From an optimization exercise on the open Yosys and OpenROAD flow, aimed at small area; shortcuts taken in it are not production practice. In this exercise RTL edits were held to simulation tests only and were not proved equivalent to the original. Power figures rest on the tool's default switching activity, not on a simulated workload.

## ALU_top
module ALU_top (
    input  wire        clk,
    input  wire [31:0] operand1,
    input  wire [31:0] operand2,
    input  wire [2:0]  opcode,
    input  wire        is_signed,
    output reg  [31:0] alu_res
);
Size: ~100 I/O pins, ~5300 µm² of cells after synthesis.
Settings: LEC_CHECK=0, CAP_MARGIN=20, CORE_MARGIN=2, CORE_UTILIZATION=45, SLEW_MARGIN=20; clock period 4.5 ns.
standard.sh (not shown) runs the stock make flow with config.mk's settings and CLKGATE_MAP_FILE= SYNTH_SCRIPT=/design/flow/synth_recipe.tcl, a recipe that flattens the netlist after the stock synthesis.
==> flow/flow/run.sh <==
#!/bin/bash
# Own flow: the ALU is written as a netlist of cell models (ALU_<cell>, see gen/).
# Swap each model for the sky130 cell of the same function and pins, then run the
# standard ORFS flow on that design, with plain buf_1 cells as the port buffers and
# a clock tree of clkbuf_8 without dummy loads.
set -euo pipefail
cd "$(dirname "$0")/.."
DESIGN=${FLOW_DESIGN:-$PWD/design.v}
sed -e '/CELL MODELS BEGIN/,/CELL MODELS END/d' \
    -e 's/^\(\s*\)ALU_\([a-z0-9]*\) /\1sky130_fd_sc_hd__\2_1 /' "$DESIGN" > "$PWD/mapped.v"
grep -c 'sky130_fd_sc_hd__' "$PWD/mapped.v" > map.log
bash standard.sh VERILOG_FILES="$PWD/mapped.v" \
    BUFFER_PORTS_ARGS="-buffer_cell sky130_fd_sc_hd__buf_1" \
    CTS_ARGS="-sink_clustering_enable -repair_clock_nets -dont_use_dummy_load -buf_list sky130_fd_sc_hd__clkbuf_8" \
    finish > standard.log 2>&1
Change:
--- a/flow/config.mk
+++ b/flow/config.mk
@@ -6,6 +6,7 @@
 export NUM_CORES = 4
 export LEC_CHECK = 0
-export CAP_MARGIN = 20
+export CAP_MARGIN = 0
 export CORE_MARGIN = 2
 export CORE_UTILIZATION = 45
-export SLEW_MARGIN = 20
+export GPL_TIMING_DRIVEN = 0
+export SLEW_MARGIN = 0
Wire length increases by 1.1%.
Critical path depth decreases by 5.
Final area decreases by 0.32%.
Clock skew increases by 0.0095 ns.
Register-to-register slack is about the same.
Sequential cell count does not change.
Area after synthesis stays the same.
Final cell count decreases by 1.1%.
Worst setup slack is about the same.
Hold slack gets worse by 0.013 ns.
Power stays flat.
Change:
--- a/flow/config.mk
+++ b/flow/config.mk
@@ -6,7 +6,7 @@
 export NUM_CORES = 4
 export LEC_CHECK = 0
-export CAP_MARGIN = 0
+export CAP_MARGIN = 20
 export CORE_MARGIN = 2
 export CORE_UTILIZATION = 45
 export GPL_TIMING_DRIVEN = 0
-export SLEW_MARGIN = 0
+export SLEW_MARGIN = 20
=>
- synthesized cell count stays the same
- final cell count is about the same
- critical path depth goes up by 5
- clock skew stays flat
- first-iteration DRC count shrinks by 5.0%
Change:
--- a/flow/config.mk
+++ b/flow/config.mk
@@ -8,5 +8,5 @@
 export CAP_MARGIN = 20
 export CORE_MARGIN = 2
-export CORE_UTILIZATION = 45
+export CORE_UTILIZATION = 65
 export GPL_TIMING_DRIVEN = 0
 export SLEW_MARGIN = 20
Sequential power is about the same; setup slack got worse by 0.23 ns; first-iteration DRC count goes up by about 20%; via count goes up by 6.6%; synthesized area stays the same.

========
Starting RTL as in the previous note.
==> flow/config.mk <==
export PLATFORM = sky130hd
export DESIGN_NAME = ALU_top
export DESIGN_NICKNAME = ALU_top
export VERILOG_FILES = /design/flow/design.v
export SDC_FILE = /design/flow/constraint.sdc
export NUM_CORES = 4
export LEC_CHECK = 0
export CAP_MARGIN = 20
export CORE_MARGIN = 2
export CORE_UTILIZATION = 45
export CTS_BUF_LIST = sky130_fd_sc_hd__clkbuf_8
export SLEW_MARGIN = 20
==> flow/constraint.sdc <==
create_clock -name core_clock -period 4.5 [get_ports {clk}]
set_input_delay 0.9000 -clock core_clock [delete_from_list [all_inputs] [get_ports {clk}]]
set_output_delay 0.9000 -clock core_clock [all_outputs]
set_load 0.01 [all_outputs]
==> flow/flow/run.sh <==
#!/bin/bash
# Own flow: the ALU is written as a netlist of cell models (ALU_<cell>, see gen/).
# Swap each model for the sky130 cell of the same function and pins, then run the
# standard ORFS flow on that design, with plain buf_1 cells as the port buffers.
set -euo pipefail
cd "$(dirname "$0")/.."
DESIGN=${FLOW_DESIGN:-$PWD/design.v}
sed -e '/CELL MODELS BEGIN/,/CELL MODELS END/d' \
    -e 's/^\(\s*\)ALU_\([a-z0-9]*\) /\1sky130_fd_sc_hd__\2_1 /' "$DESIGN" > "$PWD/mapped.v"
grep -c 'sky130_fd_sc_hd__' "$PWD/mapped.v" > map.log
bash standard.sh VERILOG_FILES="$PWD/mapped.v" \
    BUFFER_PORTS_ARGS="-buffer_cell sky130_fd_sc_hd__buf_1" \
    finish > standard.log 2>&1
The first run finished clean.
Rerun with:
==> flow/flow/run.sh (replaced) <==
#!/bin/bash
# Own flow: the ALU is written as a netlist of cell models (ALU_<cell>, see gen/).
# Swap each model for the sky130 cell of the same function and pins, then run the
# standard ORFS flow on that design. Everything else is the standard layout.
set -euo pipefail
cd "$(dirname "$0")/.."
DESIGN=${FLOW_DESIGN:-$PWD/design.v}
sed -e '/CELL MODELS BEGIN/,/CELL MODELS END/d' \
    -e 's/^\(\s*\)ALU_\([a-z0-9]*\) /\1sky130_fd_sc_hd__\2_1 /' "$DESIGN" > "$PWD/mapped.v"
grep -c 'sky130_fd_sc_hd__' "$PWD/mapped.v" > map.log
bash standard.sh VERILOG_FILES="$PWD/mapped.v" finish > standard.log 2>&1
CTS_BUF_LIST = not set   (was sky130_fd_sc_hd__clkbuf_8)
What happened:
- total power goes up by 11%
- count of clock-buffer cells in the layout goes up by 1
- worst setup slack gets better by 0.13 ns
- area after synthesis stays the same
- combinational power goes up by 13%
- die area is unchanged

## re-timing with driven ports
How much do the figures lean on ideal ports? The routed layouts below were timed once more, with nothing changed but the port constraints. Step 1 (the two cells are an assumption about what drives the block):
set clk [get_ports {clk}]
set_driving_cell -lib_cell sky130_fd_sc_hd__clkbuf_16 $clk
set_driving_cell -lib_cell sky130_fd_sc_hd__buf_2 [delete_from_list [all_inputs] $clk]
Step 2 moves the port delays by t, midway between the first and last clock arrival at a register: inputs arrive t later, outputs are due t later. That takes back most of the time a late clock gives input paths. Three values: no drivers, after step 1, after step 2; two values: the first two.
run	t (ns)	slack for setup (ns)	worst setup path after step 2	worst data-port slew with drivers (ns)	cell pins on the clock port's net
the first run of note 1	0.401	0.245 / 0.245 / 0.245	register to register	0.05	1
the second run of note 1	0.408	0.247 / 0.247 / 0.247	register to register	0.04	1
the third run of note 1	0.407	0.373 / 0.373 / 0.373	register to register	0.04	1
the fourth run of note 1	0.388	0.147 / 0.147 / 0.147	register to register	0.04	1
the first run of note 2	0.414	0.258 / 0.258 / 0.258	register to register	0.04	1
the second run of note 2	0.392	0.385 / 0.385 / 0.385	register to register	0.05	1
After both steps every run listed still meets setup and hold.
